What follows belongs to an exercise in optimizing a design on an open flow for small area; a production flow would make more cautious choices. Only simulation tests tie the RTL to the original design; equivalence was not proved. Power figures rest on the tool's default switching activity, not on a simulated workload.

[flow/config.mk]
export PLATFORM = sky130hd
export DESIGN_NAME = RNG
export DESIGN_NICKNAME = RNG
export VERILOG_FILES = /design/flow/design.v
export SDC_FILE = /design/flow/constraint.sdc
export NUM_CORES = 4
export LEC_CHECK = 0
export CAP_MARGIN = 0
export CORE_MARGIN = 2
export CORE_UTILIZATION = 62
export CTS_BUF_LIST = sky130_fd_sc_hd__clkbuf_8
export CTS_CLUSTER_DIAMETER = 50
export CTS_CLUSTER_SIZE = 20
export PLACE_DENSITY = 0.75
export SLEW_MARGIN = 0
[flow/constraint.sdc]
create_clock -name core_clock -period 5.0 [get_ports {CLK}]
set_input_delay 1.0000 -clock core_clock [delete_from_list [all_inputs] [get_ports {CLK}]]
set_output_delay 1.0000 -clock core_clock [all_outputs]
set_load 0.01 [all_outputs]
[flow/design.v]
`timescale 1ns / 1ps
module RNG(
    input               CLK,
    input               RST,
    input               RND_IN,
    output reg [7:0]    OUT,
    output reg          WE,
    input               FULL
);
reg [7:0]           RND_DAT;
reg [2:0]           RND_SHIFT;
reg                 RND_CNT;
reg                 tog;
reg                 rd;
reg                 rd_ok;
reg                 init;
reg [10:0]          C;
wire                h    = C[0];
wire [3:0]          Q    = C[4:1];
wire [3:0]          G    = C[8:5];
wire                warm = C[10];
wire                P    = RND_CNT;
reg [7:0]           sbuf;        
reg [3:0]           sc;          
reg                 sact;        
wire edge_in  = RND_IN && !tog;
wire done     = warm && G[3];
wire cons     = !init && !done && rd;
wire cap      = cons && h;
wire cap_last = cap && (Q == 4'd12) && (G == 4'd7);
wire step     = init && !FULL;
wire mix      = init && FULL && rd;
wire [7:0] RP = RND_DAT ^ {8{P}};
wire       SP = sbuf[0] ^ P;
always @(posedge CLK)
begin
    if (!RST) begin
        rd_ok <= 0;
        init <= 0;
        WE <= 0;
    end else begin
        rd_ok <= cons | mix;
        WE <= step;
        if (done)
            init <= 1;
    end
end
always @(posedge CLK)
begin
    if (!RST)
        C <= 0;
    else if (edge_in && RND_SHIFT == 0 && !warm)
        C <= C + 1;
    else if (cons) begin
        C[0] <= !h;
        if (h) begin
            if (Q == 4'd12) begin
                C[4:1] <= 0;
                C[8:5] <= G + 1;
            end else
                C[4:1] <= Q + 1;
        end
    end else if (mix)
        C[4:1] <= Q + 1;
end
always @(posedge CLK)
begin
    if (!RST) begin
        RND_SHIFT <= 0;
        tog <= 0;
        rd <= 0;
        RND_CNT <= 0;
        RND_DAT <= 0;
    end else begin
        RND_CNT <= !RND_CNT;
        if (rd_ok)
            rd <= 0;
        if (RND_IN == 0) begin
            tog <= 0;
        end else if (tog == 0) begin
            tog <= 1;
            RND_SHIFT <= RND_SHIFT + 1;
            RND_DAT[RND_SHIFT] <= RND_DAT[RND_SHIFT] ^ RND_CNT;
            if (RND_SHIFT == 0 && warm)
                rd <= 1;
        end
    end
end
always @(posedge CLK)
begin
    if (!RST)
        sact <= 0;
    else if (cap)
        sact <= 1;
    else if (sc == 4'd15)
        sact <= 0;
end
always @(posedge CLK)
begin
    sc <= cap ? 4'd0 : sc + 4'd1;
    sbuf <= cap ? RND_DAT : {sbuf[0], sbuf[7:1]};
end
wire [7:0] o_bit;
genvar g;
generate
for (g = 0; g < 8; g = g + 1) begin : gen
    localparam [3:0] B1 = (g % 4 == 0) ? 3 : (g % 4 == 1) ? 1 : (g % 4 == 2) ? 0 : 7;
    localparam [3:0] B2 = (g % 4 == 0) ? 4 : (g % 4 == 1) ? 6 : (g % 4 == 2) ? 2 : 0;
    reg [63:0] r0;
    reg [64:0] r1;
    reg [65:0] r2;
    wire here  = sact && (G == g) && (Q != 0);
    wire here12 = sact && (G == g + 1) && (Q == 0);
    wire s0 = here && (Q <= 4'd4);
    wire s1 = here && ((Q >= 4'd5 && Q <= 4'd8) || (Q == 4'd9 && sc == B1));
    wire s2 = (here && ((Q == 4'd9 && !sc[3]) || Q >= 4'd10)) ||
              (g != 7 && here12 && (!sc[3] || sc == B2 + 8 || sc == B2 + 9));
    wire sel = r2[0] ^ P;
    wire e2 = step || s2;
    wire e0 = (step && !sel) || s0;
    wire e1 = (step && sel) || s1;
    wire m0 = mix && (Q == g);
    wire m1 = mix && (Q == g + 8);
    wire h0 = !(e0 || m0);
    wire h1 = !(e1 || m1);
    wire f0 = r0[0] ^ r0[1] ^ r0[3] ^ r0[4];
    wire f1 = r1[0] ^ r1[18];
    wire f2 = r2[0] ^ r2[1] ^ r2[9] ^ r2[10];
    assign o_bit[g] = r0[0] ^ r1[0];
    wire [63:0] n0 = {init ? f0 ^ P : SP, r0[63:1]};
    wire [64:0] n1 = {init ? f1 ^ P : SP, r1[64:1]};
    always @(posedge CLK) begin
        r0[63:10] <= ~(e0 ? n0[63:10] : r0[63:10]);
        r0[1:0]   <= ~(e0 ? n0[1:0]   : r0[1:0]);
        r0[9:2]   <= ~(({8{e0}} & n0[9:2]) | ({8{m0}} & RP) | ({8{h0}} & r0[9:2]));
        r1[64:10] <= ~(e1 ? n1[64:10] : r1[64:10]);
        r1[1:0]   <= ~(e1 ? n1[1:0]   : r1[1:0]);
        r1[9:2]   <= ~(({8{e1}} & n1[9:2]) | ({8{m1}} & RP) | ({8{h1}} & r1[9:2]));
    end
    if (g != 7) begin : l2
        wire [65:0] n2 = {init ? f2 ^ P : SP, r2[65:1]};
        always @(posedge CLK)
            r2 <= ~(e2 ? n2 : r2);
    end else begin : l2
        wire [55:0] n2l = {init ? r2[56] : SP, r2[55:1]};
        wire [9:0]  n2h = {f2 ^ P, r2[65:57]};
        always @(posedge CLK) begin
            r2[55:0] <= ~(e2 ? n2l : r2[55:0]);
            r2[65:56] <= ~(cap_last ? {RP[1:0], RP} : e2 ? n2h : r2[65:56]);
        end
    end
end
endgenerate
always @(posedge CLK)
    OUT <= o_bit;
endmodule
[flow/flow/run.sh]
#!/bin/bash
# Standard layout, with one extra step between synthesis and floorplan:
# flow/resyn.ys re-maps the combinational logic of the standard synthesis
# for area (see there); the registers and the rest of the flow are
# the standard ones.
set -euo pipefail
R=orfs/results/sky130hd/RNG/base
YOSYS=$FLOW_HOME/../tools/install/yosys/bin/yosys
[[ -x $YOSYS ]] || YOSYS=yosys

bash standard.sh synth > synth.log 2>&1
cp $R/1_2_yosys.v 1_2_yosys.std.v
$YOSYS -l resyn.log -s flow/resyn.ys > /dev/null 2>&1
cp 1_2_yosys.resyn.v $R/1_2_yosys.v
rm -f $R/1_synth.odb $R/1_synth.sdc
bash standard.sh > layout.log 2>&1
[flow/flow/area.abc]
strash; dch; amap; topo
[flow/flow/resyn.ys]
# Re-map the combinational logic of the standard synthesis for area.
# The flip-flops are kept as they are (same instances, names and cells):
# their cells are read as black boxes, every other cell as its liberty
# function, and ABC maps the logic between them with an area-oriented
# script.  The 2:1 mux cells are left out of the mapping, which makes ABC
# build the flip-flops' next-state muxes from OR-AND-invert cells with a
# shared inverted select, which are smaller.
read_liberty -ignore_miss_func /OpenROAD-flow-scripts/flow/platforms/sky130hd/lib/sky130_fd_sc_hd__tt_025C_1v80.lib
blackbox sky130_fd_sc_hd__df* sky130_fd_sc_hd__edf* sky130_fd_sc_hd__sdf* sky130_fd_sc_hd__dl*
read_verilog 1_2_yosys.std.v
hierarchy -top RNG
flatten
opt_clean
stat
abc -liberty /OpenROAD-flow-scripts/flow/platforms/sky130hd/lib/sky130_fd_sc_hd__tt_025C_1v80.lib -dont_use *mux2* -dont_use *lpflow* -dont_use *probe* -script flow/area.abc
opt_clean
stat -liberty /OpenROAD-flow-scripts/flow/platforms/sky130hd/lib/sky130_fd_sc_hd__tt_025C_1v80.lib
write_verilog -noattr 1_2_yosys.resyn.v
[flow/standard.sh]
#!/bin/bash
# synth_recipe.tcl (not shown) runs the flow's synth.tcl, then flattens the netlist and writes it again
# the make line also repeats each setting of config.mk as NAME=value (left out here)
make -C /OpenROAD-flow-scripts/flow DESIGN_CONFIG=/design/flow/config.mk WORK_HOME=/design/flow/orfs CLKGATE_MAP_FILE= SYNTH_SCRIPT=/design/flow/synth_recipe.tcl "${@:-finish}"
==> summary.txt, run 1 <==
status no timing/DRC/antenna violations; hold path start gen[5].r0[12]; setup bufs post-CTS 0; largest net degree at the start of global routing 69; critical path fanouts, max 40; cells on worst reg2reg path 11; R2R Setup Slk 1.15 ns; Area growth syn-to-layout 10.4%; Final setup viols 0; clock latency (worst-skew pair) 0.76 ns; NumNets Final 3888; fin util 0.693; total chip power 22000 uW; Core ar. 71600 um2; Final Hold Viols 0; # IOs 13; Max-Cap Viols 0; worst slew pin tran 1.18 ns; Worst R2R Start C[1]; num rows 98; WS Path Type reg -> reg; post-route minimum period 3.85 ns; H-Tree Depth 3; DR vias/cell 6.23; DP Wirelength 45600 um; max-slew violations 0; CTS Buf Count 111; Global Route Usage Sum 0.208; Worst EP required 5.65 ns; Detailed Routing Iterations Pass 1 9; vias post-DR 30624; total wire length 79900 um; Worst Hold Endpoint gen[5].r0[11]; DR WL/cell 16.3 um; number of remaining DRC errors 0; synthesized net count 3701; vias in the first global route 28066; WHS 0.428 ns; Worst setup EP type register; root buf cell clkbuf_8; P per Cell Area 442 nW/um2; clk_skew 0.0456 ns; Synth Cell Area 45000 um2; die area 74700 um2; hold path depth 1; Slew headroom 0.216; FF-to-FF End gen[6].r2[21]; Die X-Extent 273 um; post-route ant nets 0; # resized after CTS 0; synthesized area per cell 12.2 um2; Worst VDD drop 0.377 mV; CTS Buffer Depth 3; leakage 0.0183 uW; CP startpoint kind register; routability cong. 0.856; final-layout fill cell count 5200; Die Ht 273 um; quantity of hold-fixing buffers added after cts 0; grt ovf 0; Post-Syn Instances 3697; RSZ-0062 raised after global routing false; CTS tree built; yosys warns 1; fin crit share 0.770; hold crit path type reg -> reg; Initial Util 0.628; CP Data Arrival Time 4.50 ns; CTS sink cnt 1609; Max Fclk 0.260 GHz; share of cells above drive strength 1 0.0734; Port Buffers 12; first-pass GRT wire length 134000 um; 1st-iter DRT viols 2470; Worst-path clk slew 0.12 ns; initial antenna violation count 5
[layout make-up]
cell class	instances	area, um2	area share
antenna	1	2.50	0.0000504
timing repair buffer	74	598	0.0120
tap	950	1190	0.0239
sequential	1609	32200	0.649
inverter	84	319	0.00643
clock buffer	121	1670	0.0335
clock inverter	73	831	0.0167
multi-input combinational	2004	12800	0.258
[sequential cells by signal, indices dropped and copies added, names as in the netlist, 3 cells and up]
| signal | flops |
|---|---|
| OUT | 8 |
| gen.r2 | 528 |
| gen.r1 | 520 |
| gen.r0 | 512 |
| RND_SHIFT | 3 |
| C | 11 |
| RND_DAT | 8 |
| sc | 4 |
| sbuf | 8 |
[placed cells by master (no fill, tap or decap), types with 3 or more instances in the layout]
cell type,instances
dfxtp_1,1608
clkdlybuf4s50_1,12
o32ai_1,18
clkinv_8,4
buf_4,61
o22ai_4,10
a221oi_1,4
a31oi_1,4
a211oi_1,14
o21ai_4,3
a222oi_1,128
inv_1,6
o221ai_4,4
clkinv_2,8
inv_6,14
clkinv_1,81
clkinv_4,7
a21oi_1,86
o21ai_0,49
nor3_1,5
bufinv_16,10
nand2_1,37
nand3_1,7
or3_1,5
a21oi_4,6
clkbuf_8,121
nand4_1,8
clkinvlp_4,20
inv_8,6
nor2_1,157
o22ai_2,8
o22ai_1,1427
or2_0,3
[metrics by stage]
stage | instances | setup TNS, ns | area [um2] | setup WS, ns
after global routing | 4916 | 0 | 49600 | 0.838
after global placement | 4721 | 0 | 47100 | 0.842
final | 4916 | 0 | 49600 | 1.15
after floorplan | 3697 | -295.30 | 45200 | -0.663
after CTS | 4915 | 0 | 49600 | 1.22
after detailed placement | 4721 | 0 | 47100 | 0.763
[critical path, cell delays in order, from the launching register on]
cell and delay [ns]:
dfxtp_1 0.40, nor2_1 0.27, clkinv_1 0.23, nor2_1 0.19, nand2_1 0.21, clkinv_1 0.12
o21ai_0 0.10, nand3b_1 0.29, o221ai_4 0.32, clkinv_1 0.84, buf_4 0.55, o22ai_1 0.21
[report_power, final]
part           total [uW]  switching [uW]  internal [uW]
registers           14100             457          13700
clock network        7080            4180           2900
logic                 759             357            402
[worst max path at each step]
stage               startpoint       endpoint  slack, ns
finish                    C[1]  gen[6].r2[21]       1.15
global route              C[1]  gen[6].r2[21]       0.84
global placement        RND_IN           C[8]       0.84
floorplan                 FULL  gen[2].r0[63]      -0.66
CTS                       C[1]  gen[6].r2[21]       1.22
detailed placement      RND_IN           C[8]       0.76
[per-layer routing]
| metal | routed length [um] | GRT usage | vias up |
|---|---|---|---|
| li1 | - | - | 15486 |
| met1 | 38800 | 0.297 | 14485 |
| met2 | 35300 | 0.324 | 500 |
| met3 | 3700 | 0.0371 | 147 |
| met4 | 2030 | 0.0631 | 6 |
| met5 | 41 | 0 | - |
==> run 2: changes to the inputs <==
==> flow/config.mk (replaced) <==
export PLATFORM = sky130hd
export DESIGN_NAME = RNG
export DESIGN_NICKNAME = RNG
export VERILOG_FILES = /design/flow/design.v
export SDC_FILE = /design/flow/constraint.sdc
export NUM_CORES = 4
export LEC_CHECK = 0
export CAP_MARGIN = 10
export CORE_MARGIN = 2
export CORE_UTILIZATION = 50
export CTS_BUF_LIST = sky130_fd_sc_hd__clkbuf_8
export CTS_CLUSTER_DIAMETER = 60
export CTS_CLUSTER_SIZE = 18
export PLACE_DENSITY = 0.65
export SLEW_MARGIN = 10
==> run 2 against run 1 <==
Net effect:
- utilization decreased by 14 points
- register-to-register slack improved by 0.24 ns
- count of clock-buffer cells in the layout fell by 11
- clock skew is 0.0071 ns higher
- routed wire length down 1.4%
- critical path type unchanged
- critical endpoint is now gen[6].r2[38]
==> summary.txt, run 2 <==
post-route minimum period 3.61 ns; DP Wirelength 44300 um; number of remaining DRC errors 0; Slew headroom 0.245; status no timing/DRC/antenna violations; vias in the first global route 27435; Final Hold Viols 0; first-pass GRT wire length 133000 um; share of cells above drive strength 1 0.0601; die area 92300 um2; CTS tree built; # IOs 13; Worst VDD drop 0.267 mV; total wire length 78800 um; Worst setup EP type register; most frequent cells in the layout 1608 x dfxtp_1, 1427 x o22ai_1, 157 x nor2_1, 128 x a222oi_1, 110 x clkbuf_8; RSZ-0062 raised after global routing false; H-Tree Depth 3; WS Path Type reg -> reg; Worst EP required 5.65 ns; DR WL/cell 15.5 um; NumNets Final 3883; routability cong. 0.823; max-slew violations 0; Core ar. 88800 um2; Die Ht 304 um; total chip power 20700 uW; post-route ant nets 0; CP startpoint kind register; max reg flops 528; 1st-iter DRT viols 2456; num rows 109; synthesized area per cell 12.2 um2; yosys warns 1; DR vias/cell 5.95; Max Fclk 0.277 GHz; clk_skew 0.0528 ns; Detailed Routing Iterations Pass 1 9; synthesized net count 3701; P per Cell Area 421 nW/um2; CTS Buf Count 105; grt ovf 0; CP Data Arrival Time 4.26 ns; leakage 0.0180 uW; CTS sink cnt 1609; Port Buffers 12; Top Registers gen.r2: 528 flops, gen.r1: 520 flops, gen.r0: 512 flops; critical path fanouts, max 37; Top reg by flops gen.r2; Area growth syn-to-layout 9.40%; leading cell type in the layout, fill and taps excluded dfxtp_1; fin crit share 0.722; post-route cell area 49200 um2; Die X-Extent 304 um; Fin Setup TNS 0 ns; initial antenna violation count 2; WHS 0.435 ns; Post-DP Area 47400 um2; hold crit path type reg -> reg; Worst-path clk slew 0.10 ns; largest net degree at the start of global routing 69; setup bufs post-CTS 0; clock latency (worst-skew pair) 0.77 ns; Post-Syn Instances 3697; Global Route Usage Sum 0.165; Synth Cell Area 45000 um2; quantity of hold-fixing buffers added after cts 0; worst slew pin tran 1.13 ns; CTS Buffer Depth 3; vias post-DR 30186; root buf cell clkbuf_8; Initial Util 0.506; Max-Cap Viols 0; # resized after CTS 0; Final setup viols 0
[run 2: path summary, 6_finish.rpt]
| path | endpoint | from | depth (start not counted) | slack, ns |
|---|---|---|---|---|
| worst min-delay path | gen[4].r2[62] | gen[4].r2[63] | 1 | 0.43 |
| worst max-delay path | gen[6].r2[38] | C[1] | 11 | 1.39 |
| worst min register to register | gen[4].r2[62] | gen[4].r2[63] | 1 | 0.43 |
| worst max register to register | gen[6].r2[38] | C[1] | 11 | 1.39 |
[run 2: worst max-delay path: stages, from the launching register on]
cell and delay (ns):
dfxtp_1 0.39, nor2_1 0.25, clkinv_1 0.23, nor2_1 0.18, nand2_1 0.22, clkinv_1 0.14
o21ai_0 0.10, nand3b_1 0.31, o221ai_4 0.28, clkinv_1 0.68, buf_4 0.52, o22ai_1 0.18
[run 2: metal layers]
metal	vias to the layer above	global-route usage	part of all wire
met5	-	0	0.00010
met4	2	0.0472	0.024
met3	126	0.0274	0.036
met2	394	0.256	0.43
met1	14216	0.236	0.51
li1	15448	-	-
[run 2: per-stage QoR]
| step | instances | setup slack, ns | util |
|---|---|---|---|
| after floorplan | 3697 | -0.663 | - |
| after global placement | 4936 | 0.820 | 0.534 |
| after detailed placement | 4936 | 0.729 | 0.534 |
| after CTS | 5072 | 1.29 | 0.554 |
| after global routing | 5074 | 1.03 | 0.554 |
| final | 5075 | 1.39 | 0.554 |
[run 2: report_power, final]
| group | switching [uW] | internal (uW) | leakage (uW) |
|---|---|---|---|
| registers | 447 | 13700 | 0.0143 |
| logic | 350 | 403 | 0.00279 |
| clock network | 3800 | 2050 | 0.000893 |
[run 2: cell type report]
class                           count  area, um2
Fill cell                        7572      39600
Sequential cell                  1609      32200
Multi-Input combinational cell   2004      12800
Clock buffer                      110       1510
Tap cell                         1165       1460
Timing Repair Buffer               75        638
Inverter                           84        319
Clock inverter                     26        209
Antenna cell                        2       5.00
==> run 3: changes to the inputs <==
==> flow/config.mk (replaced) <==
export PLATFORM = sky130hd
export DESIGN_NAME = RNG
export DESIGN_NICKNAME = RNG
export VERILOG_FILES = /design/flow/design.v
export SDC_FILE = /design/flow/constraint.sdc
export NUM_CORES = 4
export LEC_CHECK = 0
export CAP_MARGIN = 20
export CORE_MARGIN = 2
export CORE_UTILIZATION = 55
export CTS_BUF_LIST = sky130_fd_sc_hd__clkbuf_8
export CTS_CLUSTER_DIAMETER = 60
export CTS_CLUSTER_SIZE = 18
export PLACE_DENSITY = 0.7
export SLEW_MARGIN = 20
==> run 3 against run 2 <==
Net effect:
- still clean
- die area is 9.0% lower
- clock power shrank 0.9%
- routed wire length shrank 1.6%
- sequential power barely moved
- non-clock buffer count unchanged
- global-route usage up 1.6 points
- register-to-register slack about the same
- power shrank 0.19%
- utilization increased by 5.3 points
- critical path type unchanged
==> summary.txt, run 3 <==
synthesized net count 3701; Final setup viols 0; CTS sink cnt 1609; max reg flops 528; wire length on met3 3470 um; Slew headroom 0.233; CP startpoint kind register; Die Ht 290 um; vias in the first global route 27925; Post-Syn Instances 3697; Top Metal Used met5; 1st-iter DRT viols 2292; vias post-DR 30293; num rows 104; Detailed Routing Iterations Pass 1 13; total wire length 77600 um; family with the most delay on the worst path simple AND/OR/NAND/NOR gates; Max-Cap Viols 0; Worst R2R Start C[1]; leading cell type in the layout, fill and taps excluded dfxtp_1; WS Path Type reg -> reg; routability cong. 0.825; Worst-path clk slew 0.12 ns; share of cells above drive strength 1 0.0587; Top Registers gen.r2: 528 flops, gen.r1: 520 flops, gen.r0: 512 flops; # IOs 13; Port Buffers 12; H-Tree Depth 3; grt ovf 0; Core ar. 80700 um2; Worst Setup EP gen[0].r1[4]; number of remaining DRC errors 0; Final Hold Viols 0; leakage 0.0180 uW; initial antenna violation count 4; Global Route Usage Sum 0.180; worst slew pin tran 1.15 ns; Crit path depth 12; Top reg by flops gen.r2; largest net degree at the start of global routing 69; FF-to-FF End gen[0].r1[4]; post-route cell area 49000 um2; clk_skew 0.0414 ns; root buf cell clkbuf_8; cells on worst reg2reg path 12; slowest stage delay, CP 0.74 ns; DR vias/cell 6.10; met1 wire length 39200 um; critical path fanouts, max 38; first-pass GRT wire length 133000 um; crit-path cells nor2_1, clkinv_1, nor2_1, nand2_1, clkinv_1, nor2_1, nand2_1, nor2_1, a21oi_4, clkinv_1, nor2_1, a222oi_1; fin crit share 0.724; P per Cell Area 422 nW/um2; R2R Setup Slk 1.38 ns; CTS Buffer Depth 3; # resized after CTS 0; clock latency (worst-skew pair) 0.77 ns; quantity of hold-fixing buffers added after cts 0; DP Wirelength 44600 um; DR WL/cell 15.6 um; hold crit path type reg -> reg; post-route ant nets 0; Synth Cell Area 45000 um2; Die X-Extent 290 um; Critical Path Start C[1]; NumNets Final 3881; Worst VDD drop 0.276 mV; setup bufs post-CTS 0; synthesized area per cell 12.2 um2; CP Data Arrival Time 4.21 ns; max-slew violations 0; routed wl met2 33300 um; slowest CP cell clkinv_1; CTS Buf Count 103; Max Fclk 0.276 GHz; post-route minimum period 3.62 ns; most frequent cells in the layout 1608 x dfxtp_1, 1427 x o22ai_1, 157 x nor2_1, 128 x a222oi_1, 108 x clkbuf_8; CP Buf/Inv Count 3; status no timing/DRC/antenna violations; Fin Setup TNS 0 ns; yosys warns 1; CTS tree built; Area growth syn-to-layout 8.99%; Top cell by count, worst path nor2_1; die area 84100 um2; Post-DP Area 47300 um2; Initial Util 0.557; Worst setup EP type register; Worst EP required 5.59 ns; RSZ-0062 raised after global routing false
-- run 3: metal layers --
metal  vias up  global-route usage
li1      15441                   -
met1     14271               0.260
met2       459               0.282
met3       118              0.0290
met4         4              0.0485
met5         -                   0
-- run 3: worst reg2reg max path, cell delays in order, from the launching register on --
cell	delay [ns]
dfxtp_1	0.41
nor2_1	0.25
clkinv_1	0.22
nor2_1	0.19
nand2_1	0.22
clkinv_1	0.12
nor2_1	0.07
nand2_1	0.13
nor2_1	0.09
a21oi_4	0.16
clkinv_1	0.74
nor2_1	0.72
a222oi_1	0.14
-- run 3: power breakdown --
group / internal, uW / total (uW) / switching, uW
Clock: 2100 / 5800 / 3700
Combinational: 405 / 752 / 347
Sequential: 13700 / 14100 / 450
Total: 16200 / 20700 / 4500
-- run 3: layout make-up --
cell class | instances | area (um2)
Tap cell | 1060 | 1330
Inverter | 84 | 319
Sequential cell | 1609 | 32200
Clock buffer | 108 | 1490
Clock inverter | 21 | 213
Timing Repair Buffer | 75 | 612
Antenna cell | 1 | 2.50
Multi-Input combinational cell | 2004 | 12800
Fill cell | 6609 | 31700
-- run 3: worst min-delay path by stage --
stage                             start       endpoint  slack, ns  cells past startpoint
after floorplan                 sbuf[1]        sbuf[0]       0.40                      2
after global placement          sbuf[3]        sbuf[2]       0.41                      2
after detailed placement        sbuf[3]        sbuf[2]       0.42                      2
after CTS                 gen[6].r2[65]  gen[6].r2[65]       0.44                      1
after global routing      gen[4].r2[24]  gen[4].r2[23]       0.45                      1
final                           sbuf[2]        sbuf[1]       0.43                      2
-- run 3: metrics by stage --
step                      utilization  worst slack [ns]  total power, uW  instances  hold slack [ns]
after detailed placement        0.586             0.765            15100       4830            0.416
final                           0.607              1.38            20700       4962            0.433
after CTS                       0.607              1.41            20900       4959            0.438
after floorplan                     -            -0.663            14900       3697            0.401
after global placement          0.586             0.874            15100       4829            0.405
after global routing            0.607              1.03            21600       4962            0.450
==> run 4: changes to the inputs <==
==> flow/flow/run.sh (replaced) <==
#!/bin/bash
# Standard layout, with one extra step between synthesis and floorplan:
# flow/resyn.ys re-maps the combinational logic of the standard synthesis
# for area (see there); the clock tree is built without dummy loads;
# the registers and the rest of the flow are the standard ones.
set -euo pipefail
R=orfs/results/sky130hd/RNG/base
YOSYS=$FLOW_HOME/../tools/install/yosys/bin/yosys
[[ -x $YOSYS ]] || YOSYS=yosys

bash standard.sh synth > synth.log 2>&1
cp $R/1_2_yosys.v 1_2_yosys.std.v
$YOSYS -l resyn.log -s flow/resyn.ys > /dev/null 2>&1
cp 1_2_yosys.resyn.v $R/1_2_yosys.v
rm -f $R/1_synth.odb $R/1_synth.sdc
# clock tree: the standard flow's settings from config.mk, without the dummy loads
# CTS adds to balance the tree
CTS="-sink_clustering_enable -repair_clock_nets -sink_clustering_size 18"
CTS="$CTS -sink_clustering_max_diameter 60 -buf_list sky130_fd_sc_hd__clkbuf_8"
CTS="$CTS -dont_use_dummy_load"
bash standard.sh "CTS_ARGS=$CTS" finish > layout.log 2>&1
==> run 4 against run 3 <==
Net effect:
- still clean
- combinational power about the same
- sequential cell count unchanged
- routed wire length down 0.12%
- die area unchanged
- power down 2.0%
- sequential share of layout area up 0.38 points
- design area down 0.57%
- count of clock-buffer cells in the layout down 5
- fmax down 0.41%
- global-route usage about the same
- non-clock buffer count unchanged
- critical path type is now in -> reg
- largest cell class unchanged
- highest routed layer unchanged
==> summary.txt, run 4 <==
CTS sink cnt 1609; vias post-DR 30237; clk_skew 0.0655 ns; root buf cell clkbuf_8; post-route minimum period 3.63 ns; P per Cell Area 416 nW/um2; max-slew violations 0; Max Fclk 0.275 GHz; Slew headroom 0.236; routability cong. 0.825; H-Tree Depth 3; # IOs 13; CTS Buffer Depth 3; routed wl met2 33300 um; Worst setup EP type register; largest net degree at the start of global routing 69; Die X-Extent 290 um; first-pass GRT wire length 133000 um; CTS tree built; num rows 104; Die Ht 290 um; clock latency (worst-skew pair) 0.75 ns; Final setup viols 0; leakage 0.0178 uW; wire length on met3 3020 um; slowest CP cell clkdlybuf4s50_1; CP Data Arrival Time 4.26 ns; most frequent cells in the layout 1608 x dfxtp_1, 1427 x o22ai_1, 157 x nor2_1, 128 x a222oi_1, 103 x clkbuf_8; Port Buffers 12; Initial Util 0.557; Worst-path clk slew 0.10 ns; DP Wirelength 44600 um; Top reg by flops gen.r2; Area growth syn-to-layout 8.36%; fin util 0.604; Global Route Usage Sum 0.180; Final Hold Viols 0; Critical Path Start RND_IN; yosys warns 1; number of remaining DRC errors 0; # resized after CTS 0; share of cells above drive strength 1 0.0534; CP startpoint kind primary input; WHS 0.392 ns; setup bufs post-CTS 0; die area 84100 um2; DR vias/cell 6.13; WS Path Type in -> reg; worst slew pin tran 1.15 ns; hold crit path type reg -> reg; max reg flops 528; Max-Cap Viols 0; leading cell type in the layout, fill and taps excluded dfxtp_1; synthesized net count 3701; Top Registers gen.r2: 528 flops, gen.r1: 520 flops, gen.r0: 512 flops; NumNets Final 3881; Worst EP required 5.62 ns; grt ovf 0; hold path start gen[4].r0[40]; RSZ-0062 raised after global routing false; synthesized area per cell 12.2 um2; Worst R2R Start C[1]; status no timing/DRC/antenna violations; Top Metal Used met5; crit-path cells clkdlybuf4s50_1, clkinv_1, nor2_1, clkinv_1, or2_0, nor3_1, clkinv_1, nor2_1, nand3_1, o21ai_0, and3_1, nand2_1, a221oi_1; Top cell by count, worst path clkinv_1; post-route ant nets 0; quantity of hold-fixing buffers added after cts 0; Detailed Routing Iterations Pass 1 7; total wire length 77500 um; fin crit share 0.727; slowest stage delay, CP 0.52 ns; Post-Syn Instances 3697; CTS Buf Count 103; vias in the first global route 27897; DR WL/cell 15.7 um; 1st-iter DRT viols 2485; initial antenna violation count 4; met1 wire length 39600 um; Worst VDD drop 0.275 mV; Core ar. 80700 um2; critical path fanouts, max 7; final-layout fill cell count 6651; Synth Cell Area 45000 um2
==> run 4: final cells by class <==
cell class | count | area [um2] | share of cell area
Sequential cell | 1609 | 32200 | 0.661
Tap cell | 1060 | 1330 | 0.0272
Clock buffer | 103 | 1420 | 0.0291
Inverter | 84 | 319 | 0.00655
Multi-Input combinational cell | 2004 | 12800 | 0.263
Timing Repair Buffer | 75 | 612 | 0.0126
Antenna cell | 1 | 2.50 | 0.0000514
==> run 4: report_power, final <==
group	leakage (uW)	total, uW	internal, uW	switching [uW]
Combinational	0.00277	752	405	347
Sequential	0.0143	14100	13700	450
Clock	0.000741	5400	1850	3550
==> run 4: stage by stage <==
step                      setup TNS, ns  setup slack, ns  cell area, um2  total power, uW  instances
final                                 0             1.37           48700            20300       4936
after global routing                  0             1.02           48700            21200       4936
after CTS                             0             1.41           48700            20500       4933
after detailed placement              0            0.765           47300            15100       4830
after global placement                0            0.874           47300            15100       4829
after floorplan                 -295.30           -0.663           45200            14900       3697
==> run 4: worst max-delay path, delay by kind of cell <==
family	cells	cell delay, ns
AOI/OAI and AO/OA	2	0.60
buffers and inverters	4	0.93
and+or+nand+nor	7	1.74
==> run 4: path summary, 6_finish.rpt <==
check / cells after the start / to / slack, ns
min reg2reg: 1 / gen[4].r0[39] / 0.39
min: 1 / gen[4].r0[39] / 0.39
max: 13 / C[8] / 1.37
max reg2reg: 11 / gen[6].r2[33] / 1.38
==> run 4: routing by layer <==
| metal | GRT usage | vias up |
|---|---|---|
| met1 | 0.259 | 14301 |
| met5 | 0 | - |
| met3 | 0.0288 | 120 |
| li1 | - | 15404 |
| met2 | 0.282 | 408 |
| met4 | 0.0488 | 4 |
==> run 5: changes to the inputs <==
--- a/flow/design.v
+++ b/flow/design.v
@@ -20,18 +20,17 @@
 wire [3:0]          G    = C[8:5];
 wire                warm = C[10];
 wire                P    = RND_CNT;
-reg [7:0]           sbuf;        
 reg [3:0]           sc;          
 reg                 sact;        
 wire edge_in  = RND_IN && !tog;
 wire done     = warm && G[3];
 wire cons     = !init && !done && rd;
 wire cap      = cons && h;
-wire cap_last = cap && (Q == 4'd12) && (G == 4'd7);
+wire rot      = sact && !G[3];      
 wire step     = init && !FULL;
 wire mix      = init && FULL && rd;
 wire [7:0] RP = RND_DAT ^ {8{P}};
-wire       SP = sbuf[0] ^ P;
+wire       SP;                       
 always @(posedge CLK)
 begin
     if (!RST) begin
@@ -98,7 +97,6 @@
 always @(posedge CLK)
 begin
     sc <= cap ? 4'd0 : sc + 4'd1;
-    sbuf <= cap ? RND_DAT : {sbuf[0], sbuf[7:1]};
 end
 wire [7:0] o_bit;
 genvar g;
@@ -142,11 +140,11 @@
         always @(posedge CLK)
             r2 <= ~(e2 ? n2 : r2);
     end else begin : l2
-        wire [55:0] n2l = {init ? r2[56] : SP, r2[55:1]};
-        wire [9:0]  n2h = {f2 ^ P, r2[65:57]};
+        wire [9:0]  n2h = {f2 ^ P, r2[65], init ? r2[64] : r2[56], r2[63:57]};
+        assign SP = r2[56];
         always @(posedge CLK) begin
-            r2[55:0] <= ~(e2 ? n2l : r2[55:0]);
-            r2[65:56] <= ~(cap_last ? {RP[1:0], RP} : e2 ? n2h : r2[65:56]);
+            r2[55:0] <= ~(e2 ? r2[56:1] : r2[55:0]);
+            r2[65:56] <= ~(cap ? {RP[1:0], RP} : (e2 || rot) ? n2h : r2[65:56]);
         end
     end
 end
--- a/flow/flow/run.sh
+++ b/flow/flow/run.sh
@@ -15,7 +15,7 @@
 rm -f $R/1_synth.odb $R/1_synth.sdc
 # clock tree: the standard flow's settings from config.mk, without the dummy loads
 # CTS adds to balance the tree
-CTS="-sink_clustering_enable -repair_clock_nets -sink_clustering_size 18"
-CTS="$CTS -sink_clustering_max_diameter 60 -buf_list sky130_fd_sc_hd__clkbuf_8"
+CTS="-sink_clustering_enable -repair_clock_nets -sink_clustering_size 12"
+CTS="$CTS -sink_clustering_max_diameter 40 -buf_list sky130_fd_sc_hd__clkbuf_4"
 CTS="$CTS -dont_use_dummy_load"
 bash standard.sh "CTS_ARGS=$CTS" finish > layout.log 2>&1
==> run 5 against run 4 <==
Net effect:
- still clean on timing, DRC and antenna
- sequential cell count down 8
- die area down 0.27%
- final cell count up 1.1%
- count of clock-buffer cells in the layout up 64
- synthesized cell count down 0.49%
- via count up 1.4%
- worst hold slack worse by 0.068 ns
- critical path depth down 3
==> summary.txt, run 5 <==
setup bufs post-CTS 0; WHS 0.325 ns; CTS sink cnt 1601; share of cells above drive strength 1 0.0678; Worst-path clk slew 0.12 ns; Top reg by flops gen.r2; critical path fanouts, max 36; Max-Cap Viols 0; # IOs 13; total wire length 78600 um; routability cong. 0.829; synthesized net count 3683; Post-Syn Instances 3679; synthesized area per cell 12.2 um2; yosys warns 1; grt ovf 0; leakage 0.0179 uW; Top Metal Used met5; Worst setup EP type register; Area growth syn-to-layout 8.04%; root buf cell clkbuf_4; max-slew violations 0; routed wl met2 32900 um; H-Tree Depth 4; leading cell type in the layout, fill and taps excluded dfxtp_1; multi-input logic area 12800 um2; P per Cell Area 417 nW/um2; DP Wirelength 43600 um; Final Hold Viols 0; DR vias/cell 6.14; NumNets Final 3927; Fin Setup TNS 0 ns; clk_skew 0.184 ns; total chip power 20200 uW; crit-path cells nor2_1, clkinv_1, nor2_1, o21ai_0, or2_0, a211oi_1, nor3_4, clkinv_1, buf_4, o22ai_1; vias in the first global route 28054; post-route cell area 48400 um2; setup ws final 1.36 ns; Global Route Usage Sum 0.185; Core ar. 80700 um2; post-route ant nets 0; Die Ht 290 um; quantity of hold-fixing buffers added after cts 0; met1 wire length 40000 um; Port Buffers 12; initial antenna violation count 3; Post-DP Area 47100 um2; CP Data Arrival Time 4.50 ns; num rows 104; Die X-Extent 290 um; worst slew pin tran 1.12 ns; 1st-iter DRT viols 2273; Reg area 32100 um2; fin crit share 0.728; CTS tree built; CTS Buffer Depth 3; status no timing/DRC/antenna violations; Initial Util 0.556; WS Path Type reg -> reg; largest net degree at the start of global routing 67; Synth Cell Area 44800 um2; Final setup viols 0; first-pass GRT wire length 133000 um; Max Fclk 0.275 GHz; number of remaining DRC errors 0; slowest stage delay, CP 0.52 ns; slowest CP cell clkinv_1; vias post-DR 30650; max reg flops 528; Top Registers gen.r2: 528 flops, gen.r1: 520 flops, gen.r0: 512 flops; wire length on met3 3840 um; die area 83800 um2; # resized after CTS 0; post-route minimum period 3.64 ns; clock latency (worst-skew pair) 1.10 ns; dpl ws 0.702 ns; family with the most delay on the worst path simple AND/OR/NAND/NOR gates; RSZ-0062 raised after global routing false; CP startpoint kind register; hold crit path type reg -> reg; CTS Buf Count 167; Worst VDD drop 0.260 mV; final-layout fill cell count 6751; DR WL/cell 15.7 um; Worst EP required 5.86 ns; Slew headroom 0.250; CP Buf/Inv Count 3; most frequent cells in the layout 1600 x dfxtp_1, 1434 x o22ai_1, 167 x clkbuf_4, 156 x nor2_1, 128 x a222oi_1; Detailed Routing Iterations Pass 1 9
-- run 5: path summary, 6_finish.rpt --
| path | slack, ns | from | endpoint | cells past startpoint |
|---|---|---|---|---|
| max | 1.36 | C[1] | gen[0].r2[53] | 10 |
| min | 0.32 | gen[3].r2[45] | gen[3].r2[44] | 1 |
| min reg2reg | 0.32 | gen[3].r2[45] | gen[3].r2[44] | 1 |
| max reg2reg | 1.36 | C[1] | gen[0].r2[53] | 10 |
-- run 5: cell type report --
cell class,instances,share of cell area
diodes,7,0.000362
clock buffers,167,0.0259
inverters,88,0.00692
multi-input cells,1990,0.265
flip-flops and latches,1601,0.662
well taps,1060,0.0274
repair buffers,75,0.0127
-- run 5: worst register-to-register path: stages, from the launching register on --
cell and delay (ns):
dfxtp_1 0.37, nor2_1 0.33, clkinv_1 0.20, nor2_1 0.47, o21ai_0 0.21, or2_0 0.34
a211oi_1 0.42, nor3_4 0.11, clkinv_1 0.52, buf_4 0.43, o22ai_1 0.12
-- run 5: where the power goes --
group / total [uW] / leakage, uW / internal [uW] / switching [uW]
Clock: 5150 / 0.000768 / 1540 / 3610
Sequential: 14200 / 0.0142 / 13700 / 504
Combinational: 829 / 0.00287 / 439 / 391
Total: 20200 / 0.0179 / 15700 / 4500
-- run 5: layer usage --
| layer | global-route usage | vias to the layer above |
|---|---|---|
| met3 | 0.0406 | 153 |
| li1 | - | 15571 |
| met1 | 0.271 | 14403 |
| met5 | 0 | - |
| met2 | 0.272 | 521 |
| met4 | 0.0649 | 2 |
-- run 5: stage by stage --
step | utilization | instances
after floorplan | - | 3679
after global placement | 0.584 | 4813
after detailed placement | 0.584 | 4813
after CTS | 0.600 | 4980
after global routing | 0.600 | 4986
final | 0.600 | 4988
==> run 6: changes to the inputs <==
--- a/flow/flow/run.sh
+++ b/flow/flow/run.sh
@@ -15,7 +15,7 @@
 rm -f $R/1_synth.odb $R/1_synth.sdc
 # clock tree: the standard flow's settings from config.mk, without the dummy loads
 # CTS adds to balance the tree
-CTS="-sink_clustering_enable -repair_clock_nets -sink_clustering_size 12"
-CTS="$CTS -sink_clustering_max_diameter 40 -buf_list sky130_fd_sc_hd__clkbuf_4"
+CTS="-sink_clustering_enable -repair_clock_nets -sink_clustering_size 22"
+CTS="$CTS -sink_clustering_max_diameter 45 -buf_list sky130_fd_sc_hd__clkbuf_8"
 CTS="$CTS -dont_use_dummy_load"
 bash standard.sh "CTS_ARGS=$CTS" finish > layout.log 2>&1
==> run 6 against run 5 <==
Net effect:
- still clean on timing, DRC and antenna
- register-to-register slack about the same
- non-clock buffer count unchanged
- clock skew down 0.11 ns
- die area unchanged
- largest power group unchanged
==> summary.txt, run 6 <==
Final setup viols 0; CTS Buffer Depth 3; fin crit share 0.727; initial antenna violation count 2; vias in the first global route 27611; RSZ-0062 raised after global routing false; DP Wirelength 43600 um; largest net degree at the start of global routing 67; Post-Layout Cell Count 4947; number of remaining DRC errors 0; FF-to-FF End gen[4].r2[12]; yosys warns 1; synthesized net count 3683; Worst setup EP type register; Worst EP required 5.71 ns; # resized after CTS 0; Core ar. 80700 um2; max reg flops 528; 1st-iter DRT viols 2331; CP startpoint kind register; clk_skew 0.0742 ns; worst slew pin tran 1.13 ns; slowest stage delay, CP 0.69 ns; Max-Cap Viols 0; status no timing/DRC/antenna violations; WS Path Type reg -> reg; max-slew violations 0; most frequent cells in the layout 1600 x dfxtp_1, 1434 x o22ai_1, 156 x nor2_1, 132 x clkbuf_8, 128 x a222oi_1; post-route minimum period 3.63 ns; cells on worst reg2reg path 9; post-route cell area 49000 um2; Inst Count DP 4813; CP Buf/Inv Count 3; first-pass GRT wire length 132000 um; root buf cell clkbuf_8; share of cells above drive strength 1 0.0594; H-Tree Depth 4; DR WL/cell 15.8 um; Worst VDD drop 0.304 mV; CTS sink cnt 1601; hold crit path type reg -> reg; R2R Setup Slk 1.37 ns; Crit path depth 9; CTS Buf Count 132; die area 83800 um2; DR vias/cell 6.12; slowest CP cell clkinv_1; M3 GR Usage 0.0351; leakage 0.0181 uW; grt ovf 0; Slew headroom 0.243; setup bufs post-CTS 0; Die X-Extent 290 um; CP Data Arrival Time 4.34 ns; CTS tree built; Die Ht 290 um; total chip power 21100 uW; Initial Util 0.556; synthesized area per cell 12.2 um2; Top reg by flops gen.r2; Worst Hold Endpoint gen[5].r2[37]; Worst-path clk slew 0.12 ns; post-route ant nets 0; Port Buffers 12; Detailed Routing Iterations Pass 1 8; quantity of hold-fixing buffers added after cts 0; crit-path cells nor2_1, clkinv_1, nor2_1, o21ai_0, or2_0, o221ai_4, clkinv_1, buf_4, o22ai_1; hold path start gen[5].r2[38]; Area growth syn-to-layout 9.26%; fin util 0.607; num rows 104; P per Cell Area 430 nW/um2; Worst R2R Start C[1]; Synth Cell Area 44800 um2; layer with the highest usage met2; NumNets Final 3892; met1 usage 0.269; Final Hold Viols 0; critical path fanouts, max 35; # IOs 13; total wire length 78200 um; Max Fclk 0.275 GHz; met2 Track Usage GR 0.271; hold path depth 1; vias post-DR 30273; clock latency (worst-skew pair) 0.81 ns; routability cong. 0.829; Post-Syn Instances 3679; leading cell type in the layout, fill and taps excluded dfxtp_1; Post-DP Area 47100 um2; Top Registers gen.r2: 528 flops, gen.r1: 520 flops, gen.r0: 512 flops; family with the most delay on the worst path buffers and inverters; Global Route Usage Sum 0.183
[run 6: power breakdown]
part	leakage (uW)	total [uW]	switching, uW	internal, uW
clock	0.000949	6030	3670	2360
combinational	0.00287	828	390	439
sequential	0.0142	14200	504	13700
[run 6: worst max-delay path by stage]
stage	startpoint	end	slack, ns
after floorplan	FULL	gen[3].r0[63]	-0.11
after global placement	RND_IN	C[8]	0.75
after detailed placement	RND_IN	C[8]	0.70
after CTS	C[1]	gen[0].r2[65]	1.40
after global routing	C[1]	gen[4].r2[3]	0.98
final	C[1]	gen[4].r2[12]	1.37
[run 6: final cells by class]
type                            count  area [um2]
Timing Repair Buffer               75         613
Clock buffer                      132        1820
Multi-Input combinational cell   1990       12800
Fill cell                        6643       31700
Sequential cell                  1601       32100
Tap cell                         1060        1330
Inverter                           88         335
Antenna cell                        1        2.50
[run 6: stage by stage]
| step | hold slack, ns | setup WS [ns] | TNS [ns] |
|---|---|---|---|
| after global routing | 0.385 | 0.981 | 0 |
| after CTS | 0.372 | 1.40 | 0 |
| final | 0.371 | 1.37 | 0 |
| after detailed placement | 0.430 | 0.702 | 0 |
| after global placement | 0.428 | 0.751 | 0 |
| after floorplan | 0.416 | -0.106 | -3.40 |
[run 6: metal layers]
layer	share of wire	wire length, um
met2	0.42	33100
met1	0.51	39800
met3	0.044	3470
met4	0.023	1800
met5	0.00017	13
==> run 7: changes to the inputs <==
--- a/flow/flow/run.sh
+++ b/flow/flow/run.sh
@@ -15,7 +15,7 @@
 rm -f $R/1_synth.odb $R/1_synth.sdc
 # clock tree: the standard flow's settings from config.mk, without the dummy loads
 # CTS adds to balance the tree
-CTS="-sink_clustering_enable -repair_clock_nets -sink_clustering_size 22"
-CTS="$CTS -sink_clustering_max_diameter 45 -buf_list sky130_fd_sc_hd__clkbuf_8"
+CTS="-sink_clustering_enable -repair_clock_nets -sink_clustering_size 18"
+CTS="$CTS -sink_clustering_max_diameter 60 -buf_list sky130_fd_sc_hd__clkbuf_8"
 CTS="$CTS -dont_use_dummy_load"
 bash standard.sh "CTS_ARGS=$CTS" finish > layout.log 2>&1
--- a/flow/config.mk
+++ b/flow/config.mk
@@ -11,5 +11,7 @@
 export CTS_BUF_LIST = sky130_fd_sc_hd__clkbuf_8
 export CTS_CLUSTER_DIAMETER = 60
 export CTS_CLUSTER_SIZE = 18
+export GPL_ROUTABILITY_DRIVEN = 0
+export GPL_TIMING_DRIVEN = 0
 export PLACE_DENSITY = 0.7
 export SLEW_MARGIN = 20
==> run 7 against run 6 <==
Net effect:
- still clean
- power down 2.7%
- routed wire length down 0.40%
- clock power down 9.6%
- sequential cell count unchanged
- design area up 1.7%
- combinational power up 0.8%
- clock skew down 0.00081 ns
- register-to-register slack worse by 1.0 ns
- count of clock-buffer cells in the layout down 27
- worst hold slack better by 0.016 ns
- area after synthesis unchanged
- sequential power about the same
- largest power group unchanged
==> summary.txt, run 7 <==
hold path depth 1; initial antenna violation count 3; clk_skew 0.0734 ns; max-slew violations 0; Fin Setup TNS 0 ns; Inst Count DP 4824; Synth Cell Area 44800 um2; post-route ant nets 0; FF-to-FF End gen[3].r0[63]; CTS sink cnt 1601; WHS 0.387 ns; most frequent cells in the layout 1599 x dfxtp_1, 1434 x o22ai_1, 155 x nor2_1, 128 x a222oi_1, 105 x clkbuf_8; Worst setup EP type register; final-layout fill cell count 6458; first-pass GRT wire length 132000 um; Die Ht 290 um; CTS tree built; slowest stage delay, CP 0.84 ns; vias in the first global route 27472; grt ovf 0; CTS Buf Count 105; 1st-iter DRT viols 2171; critical path fanouts, max 56; Initial Util 0.556; Worst R2R Start RND_CNT; vias post-DR 30143; total wire length 77900 um; Top reg by flops gen.r2; Top Registers gen.r2: 528 flops, gen.r1: 520 flops, gen.r0: 512 flops; slowest CP cell dfxtp_4; Worst Hold Endpoint gen[3].r2[35]; Max Fclk 0.216 GHz; Post-Layout Cell Count 4932; Max-Cap Viols 0; Area growth syn-to-layout 11.1%; crit-path cells clkinv_2, a21oi_1, clkinv_1, o22ai_4, buf_16, buf_16, clkinv_2, o32ai_1; post-route minimum period 4.64 ns; hold crit path type reg -> reg; DP Wirelength 46400 um; fin crit share 0.928; Slew headroom 0.407; largest net degree at the start of global routing 60; WS Path Type reg -> reg; family with the most delay on the worst path buffers and inverters; max reg flops 528; status no timing/DRC/antenna violations; CTS Buffer Depth 3; number of remaining DRC errors 0; Detailed Routing Iterations Pass 1 9; root buf cell clkbuf_8; RSZ-0062 raised after global routing false; Core ar. 80700 um2; quantity of hold-fixing buffers added after cts 0; clock latency (worst-skew pair) 0.74 ns; DR vias/cell 6.11; worst slew pin tran 0.885 ns; synthesized net count 3683; setup ws final 0.362 ns; CP Data Arrival Time 5.25 ns; CP startpoint kind register; share of cells above drive strength 1 0.0631; P per Cell Area 411 nW/um2; dpl ws -0.670 ns; Final setup viols 0; NumNets Final 3875; Post-DP Area 48400 um2; cells on worst reg2reg path 8; hold path start gen[3].r2[36]; DR WL/cell 15.8 um; Final Hold Viols 0; Global Route Usage Sum 0.182; # IOs 13; Post-Syn Instances 3679; Worst VDD drop 0.299 mV; Worst-path clk slew 0.10 ns; H-Tree Depth 3; Die X-Extent 290 um; synthesized area per cell 12.2 um2; yosys warns 1; leakage 0.0183 uW; post-route cell area 49800 um2; R2R Setup Slk 0.36 ns; leading cell type in the layout, fill and taps excluded dfxtp_1; num rows 104; CP Buf/Inv Count 5; Port Buffers 12; die area 83800 um2; Worst EP required 5.61 ns
run 7: how the worst max path moves through the flow:
| stage | start | depth (start not counted) | to |
|---|---|---|---|
| 4_1_cts | RND_CNT | 8 | gen[3].r0[63] |
| 6_report | RND_CNT | 8 | gen[3].r0[63] |
| 3_3_place_gp | RND_CNT | 6 | gen[3].r0[63] |
| 5_1_grt | RND_CNT | 8 | gen[3].r0[63] |
| 2_1_floorplan | FULL | 5 | gen[3].r0[63] |
| 3_5_place_dp | init | 8 | gen[5].r0[63] |
run 7: what timing repair did:
item,CTS,global route
setup endpoints to repair,673,0
buffers inserted,0,0
gates resized for setup,2,0
run 7: area by class of cell:
class / count / area, um2 / share of cell area
clock buffer: 105 / 1450 / 0.0290
tap: 1060 / 1330 / 0.0266
antenna: 3 / 7.51 / 0.000151
inverter: 88 / 368 / 0.00738
sequential: 1601 / 32100 / 0.643
multi-input combinational: 1990 / 12900 / 0.258
timing repair buffer: 85 / 1770 / 0.0355
run 7: worst reg2reg max path: stages (launching register included):
cell	delay (ns)
dfxtp_4	0.84
clkinv_2	0.75
a21oi_1	0.64
clkinv_1	0.38
o22ai_4	0.51
buf_16	0.23
buf_16	0.19
clkinv_2	0.55
o32ai_1	0.46
run 7: where the power goes:
part | internal, uW | leakage (uW) | switching (uW)
sequential | 13700 | 0.0142 | 513
clock | 1880 | 0.000755 | 3560
combinational | 452 | 0.00335 | 383
run 7: per-stage QoR:
step	power (uW)	util
finish	20500	0.618
global route	21400	0.618
CTS	20700	0.618
detailed placement	15300	0.600
global placement	15200	0.577
floorplan	15000	-
run 7: per-layer routing:
layer,track usage,vias to the layer above,wire (um)
met5,0,-,0
met4,0.0537,0,1650
met3,0.0266,110,3020
met2,0.279,430,33600
met1,0.267,14170,39600
li1,-,15433,-
==> run 8: changes to the inputs <==
--- a/flow/config.mk
+++ b/flow/config.mk
@@ -11,7 +11,5 @@
 export CTS_BUF_LIST = sky130_fd_sc_hd__clkbuf_8
 export CTS_CLUSTER_DIAMETER = 60
 export CTS_CLUSTER_SIZE = 18
-export GPL_ROUTABILITY_DRIVEN = 0
-export GPL_TIMING_DRIVEN = 0
 export PLACE_DENSITY = 0.7
 export SLEW_MARGIN = 20
==> run 8 against run 7 <==
Net effect:
- fmax increased by 27%
- non-clock buffer count decreased by 10
- count of clock-buffer cells in the layout decreased by 1
- sequential cell count unchanged
- via count increased by 0.38%
- clock skew increased by 0.020 ns
- design area decreased by 2.5%
- largest cell class unchanged
- largest power group unchanged
==> summary.txt, run 8 <==
Top Metal Used met5; max-slew violations 0; total wire length 77900 um; Worst Setup EP C[8]; Initial Util 0.556; largest net degree at the start of global routing 67; synthesized net count 3683; DP Wirelength 43600 um; Inst Count DP 4813; synthesized area per cell 12.2 um2; Max-Cap Viols 0; Detailed Routing Iterations Pass 1 9; RSZ-0062 raised after global routing false; share of cells above drive strength 1 0.0526; hold path start gen[5].r2[38]; Core ar. 80700 um2; number of remaining DRC errors 0; DR vias/cell 6.15; Synth Cell Area 44800 um2; routed wl met2 32600 um; R2R Setup Slk 1.35 ns; NumNets Final 3864; grt ovf 0; hold crit path type reg -> reg; routability cong. 0.829; DR WL/cell 15.8 um; Worst setup EP type register; WS Path Type in -> reg; Slew headroom 0.245; clock latency (worst-skew pair) 0.75 ns; initial antenna violation count 2; Global Route Usage Sum 0.182; fin crit share 0.732; post-route minimum period 3.66 ns; Post-DP Area 47100 um2; Worst EP required 5.63 ns; Critical Path Start RND_IN; CTS Buf Count 104; Worst R2R Start C[3]; leakage 0.0179 uW; Final Hold Viols 0; post-route cell area 48600 um2; Post-Layout Cell Count 4919; die area 83800 um2; P per Cell Area 421 nW/um2; CTS sink cnt 1601; setup bufs post-CTS 0; wire length on met3 3490 um; cells on worst reg2reg path 9; total chip power 20500 uW; Post-Syn Instances 3679; Area growth syn-to-layout 8.40%; worst slew pin tran 1.13 ns; Top reg by flops gen.r2; multi-input logic area 12800 um2; Top Registers gen.r2: 528 flops, gen.r1: 520 flops, gen.r0: 512 flops; clk_skew 0.0933 ns; Die Ht 290 um; Die X-Extent 290 um; max reg flops 528; leading cell type in the layout, fill and taps excluded dfxtp_1; Worst VDD drop 0.285 mV; CP startpoint kind primary input; dpl ws 0.702 ns; num rows 104; final-layout fill cell count 6663; FF-to-FF End gen[4].r2[12]; Reg area 32100 um2; vias post-DR 30257; # resized after CTS 0; yosys warns 1; quantity of hold-fixing buffers added after cts 0; H-Tree Depth 3; status no timing/DRC/antenna violations; Max Fclk 0.273 GHz; first-pass GRT wire length 132000 um; critical path fanouts, max 10; CTS tree built; vias in the first global route 27542; most frequent cells in the layout 1600 x dfxtp_1, 1434 x o22ai_1, 156 x nor2_1, 128 x a222oi_1, 104 x clkbuf_8; CTS Buffer Depth 3; setup ws final 1.34 ns; Final setup viols 0; 1st-iter DRT viols 2255; Port Buffers 12; Fin Setup TNS 0 ns; CP Data Arrival Time 4.29 ns; post-route ant nets 0; root buf cell clkbuf_8; Worst-path clk slew 0.10 ns; # IOs 13; met1 wire length 39900 um
-- run 8: worst max-delay path: stages --
cell and delay [ns]:
clkdlybuf4s50_1 0.46, clkinv_1 0.07, nor2_1 0.46, o221ai_1 0.29
nor2_1 0.27, clkinv_1 0.15, nor2_1 0.25, clkinv_1 0.18
nor4_1 0.34, nor2_1 0.13, nor2_1 0.17, clkinv_1 0.10
nor2_1 0.18, nor2_1 0.06, a211oi_1 0.17
-- run 8: how the worst min path moves through the flow --
stage,endpoint,slack [ns],cells past startpoint
3_5_place_dp,gen[0].r1[5],0.43,1
2_1_floorplan,gen[0].r0[5],0.42,1
5_1_grt,gen[5].r2[40],0.41,1
6_report,gen[5].r2[37],0.38,1
3_3_place_gp,gen[1].r0[9],0.43,1
4_1_cts,gen[5].r2[37],0.39,1
-- run 8: report_power, final --
part | total [uW] | switching [uW] | internal, uW
Sequential | 14200 | 503 | 13700
Combinational | 828 | 390 | 439
Clock | 5430 | 3570 | 1870
Total | 20500 | 4460 | 16000
-- run 8: layout make-up --
type / instances / area share
antenna: 1 / 0.0000515
tap: 1060 / 0.0273
inverter: 88 / 0.00690
timing repair buffer: 75 / 0.0126
multi-input combinational: 1990 / 0.264
sequential: 1601 / 0.659
clock buffer: 104 / 0.0294
-- run 8: layer usage --
| metal | vias up | global-route usage |
|---|---|---|
| met1 | 14277 | 0.270 |
| met5 | - | 0 |
| met3 | 132 | 0.0328 |
| li1 | 15355 | - |
| met4 | 2 | 0.0509 |
| met2 | 491 | 0.274 |
-- run 8: stage by stage --
stage,util,hold WS (ns)
floorplan,-,0.416
global placement,0.584,0.428
detailed placement,0.584,0.430
CTS,0.602,0.385
global route,0.602,0.414
finish,0.602,0.382
==> run 9: changes to the inputs <==
--- a/flow/config.mk
+++ b/flow/config.mk
@@ -7,9 +7,9 @@
 export LEC_CHECK = 0
 export CAP_MARGIN = 20
 export CORE_MARGIN = 2
-export CORE_UTILIZATION = 55
+export CORE_UTILIZATION = 45
 export CTS_BUF_LIST = sky130_fd_sc_hd__clkbuf_8
 export CTS_CLUSTER_DIAMETER = 60
 export CTS_CLUSTER_SIZE = 18
-export PLACE_DENSITY = 0.7
+export PLACE_DENSITY = 0.6
 export SLEW_MARGIN = 20
==> run 9 against run 8 <==
Net effect:
- sequential cell count unchanged
- critical endpoint is now gen[4].r1[3]
- worst hold slack better by 0.017 ns
- clock skew decreased by 0.027 ns
- critical path depth decreased by 5
- fmax is 0.61% lower
- critical path type is now reg -> reg
- power is 0.58% higher
- largest cell class unchanged
- worst setup slack lost 0.022 ns
- sequential share of layout area decreased by 0.55 points
- non-clock buffer count increased by 4
- still clean on timing, DRC and antenna
- die area increased by 22%
==> summary.txt, run 9 <==
status no timing/DRC/antenna violations; FF-to-FF End gen[4].r1[3]; routability cong. 0.781; share of cells above drive strength 1 0.0548; DR vias/cell 5.82; Top reg by flops gen.r2; M3 GR Usage 0.0268; leakage 0.0179 uW; Max Fclk 0.271 GHz; met2 Track Usage GR 0.230; number of remaining DRC errors 0; CP startpoint kind register; Area growth syn-to-layout 9.31%; worst slew pin tran 1.11 ns; cells on worst reg2reg path 10; Global Route Usage Sum 0.150; WHS 0.399 ns; post-route minimum period 3.68 ns; P per Cell Area 420 nW/um2; hold crit path type reg -> reg; RSZ-0062 raised after global routing false; 1st-iter DRT viols 2303; WS Path Type reg -> reg; quantity of hold-fixing buffers added after cts 0; layer with the highest usage met2; hold path depth 1; Port Buffers 12; CTS sink cnt 1601; Worst R2R Start C[1]; Top cell by count, worst path nor2_1; # IOs 13; synthesized net count 3683; slowest CP cell nor2_1; slowest stage delay, CP 0.53 ns; post-route ant nets 0; clock latency (worst-skew pair) 0.76 ns; DP Wirelength 44100 um; family with the most delay on the worst path simple AND/OR/NAND/NOR gates; num rows 115; Die X-Extent 320 um; total wire length 78900 um; Worst VDD drop 0.300 mV; Worst Hold Endpoint gen[5].r1[41]; root buf cell clkbuf_8; first-pass GRT wire length 134000 um; Die Ht 320 um; Final setup viols 0; Initial Util 0.455; initial antenna violation count 3; synthesized area per cell 12.2 um2; Slew headroom 0.258; max-slew violations 0; H-Tree Depth 3; critical path fanouts, max 58; DR WL/cell 15.3 um; # resized after CTS 0; largest net degree at the start of global routing 68; Final Hold Viols 0; CTS tree built; CTS Buffer Depth 3; yosys warns 1; Top Registers gen.r2: 528 flops, gen.r1: 520 flops, gen.r0: 512 flops; die area 102000 um2; CTS Buf Count 109; NumNets Final 3873; leading cell type in the layout, fill and taps excluded dfxtp_1; Post-Syn Instances 3679; CP Buf/Inv Count 3; Synth Cell Area 44800 um2; Detailed Routing Iterations Pass 1 11; fin crit share 0.737; Worst EP required 5.57 ns; hold path start gen[5].r1[42]; crit-path cells nor2_1, clkinv_1, nor2_1, or3_1, nor2_1, a21oi_4, buf_4, clkinv_1, nor2_1, a222oi_1; CP Data Arrival Time 4.25 ns; Worst-path clk slew 0.10 ns; total chip power 20600 uW; max reg flops 528; vias in the first global route 27704; most frequent cells in the layout 1600 x dfxtp_1, 1434 x o22ai_1, 156 x nor2_1, 128 x a222oi_1, 109 x clkbuf_8; setup bufs post-CTS 0; met1 usage 0.219; Core ar. 98600 um2; clk_skew 0.0662 ns; vias post-DR 29990; grt ovf 0; Worst setup EP type register; R2R Setup Slk 1.32 ns; Max-Cap Viols 0
-- run 9: layout make-up --
| cell class | instances | area, um2 |
|---|---|---|
| diodes | 1 | 2.50 |
| clock buffers | 109 | 1500 |
| fillers | 8851 | 49500 |
| inverters | 88 | 335 |
| multi-input cells | 1990 | 12800 |
| flip-flops and latches | 1601 | 32100 |
| well taps | 1287 | 1610 |
| repair buffers | 79 | 667 |
-- run 9: per-stage QoR --
stage	cells	setup slack, ns	util	instance area (um2)	TNS [ns]
2_1_floorplan	3679	-0.106	-	45100	-3.40
3_3_place_gp	5042	0.904	0.481	47400	0
3_5_place_dp	5043	0.872	0.482	47500	0
4_1_cts	5152	1.23	0.497	49000	0
5_1_grt	5155	0.981	0.497	49000	0
6_report	5155	1.32	0.497	49000	0
-- run 9: per-layer routing --
metal,vias to the layer above,share of wire
met5,-,0.00034
met4,4,0.022
met3,134,0.042
met2,434,0.42
met1,14018,0.52
li1,15400,-
-- run 9: worst max-delay path by stage --
stage / start / endpoint / slack [ns] / cells past startpoint
after detailed placement: RND_IN / C[8] / 0.87 / 16
after floorplan: FULL / gen[3].r0[63] / -0.11 / 5
after global routing: C[1] / gen[5].r2[65] / 0.98 / 9
after CTS: C[1] / gen[0].r1[3] / 1.23 / 9
final: C[1] / gen[4].r1[3] / 1.32 / 10
after global placement: RND_IN / C[8] / 0.90 / 16
-- run 9: report_power, final --
part / switching, uW / total (uW) / internal (uW)
sequential: 502 / 14200 / 13700
combinational: 380 / 824 / 444
clock: 3610 / 5560 / 1950

## static timing again, ports no longer ideal
Ports are ideal in the flow. The routed layouts listed here were re-timed in OpenROAD. Step 1 assumes that a clkbuf_16 drives the clock port and a buf_2 every other input. Step 2 times the ports against the registers' clock, not the clock port: input delays grow and output delays shrink by t, the midpoint of the rising clock arrivals with the driver on. a / b / c = ideal / step 1 / step 2; a / b = the first two.
run	shift t [ns]	setup slack, ns	worst setup path after step 2	clock arrival spread, ns	pins driven straight from the clock port
run 1	0.807	1.150 / 1.150 / 0.675	input to register	0.052 / 0.052	1
run 2	0.808	1.391 / 1.391 / 0.679	input to register	0.054 / 0.055	1
run 3	0.810	1.380 / 1.380 / 0.635	input to register	0.041 / 0.042	1
run 4	0.786	1.365 / 1.380 / 0.621	input to register	0.080 / 0.081	1
run 5	1.067	1.360 / 1.360 / 0.574	input to register	0.192 / 0.192	1
run 6	0.823	1.366 / 1.366 / 0.570	input to register	0.098 / 0.098	1
run 7	0.766	0.362 / 0.362 / 0.287	input to register	0.092 / 0.091	1
run 8	0.763	1.338 / 1.336 / 0.573	input to register	0.094 / 0.094	1
run 9	0.795	1.315 / 1.315 / 0.771	input to register	0.071 / 0.071	1
After both steps every run listed still meets setup and hold. The setup slack of run 6, which loses most, moves by 0.000 ns with the drivers and by -0.796 ns with both steps.
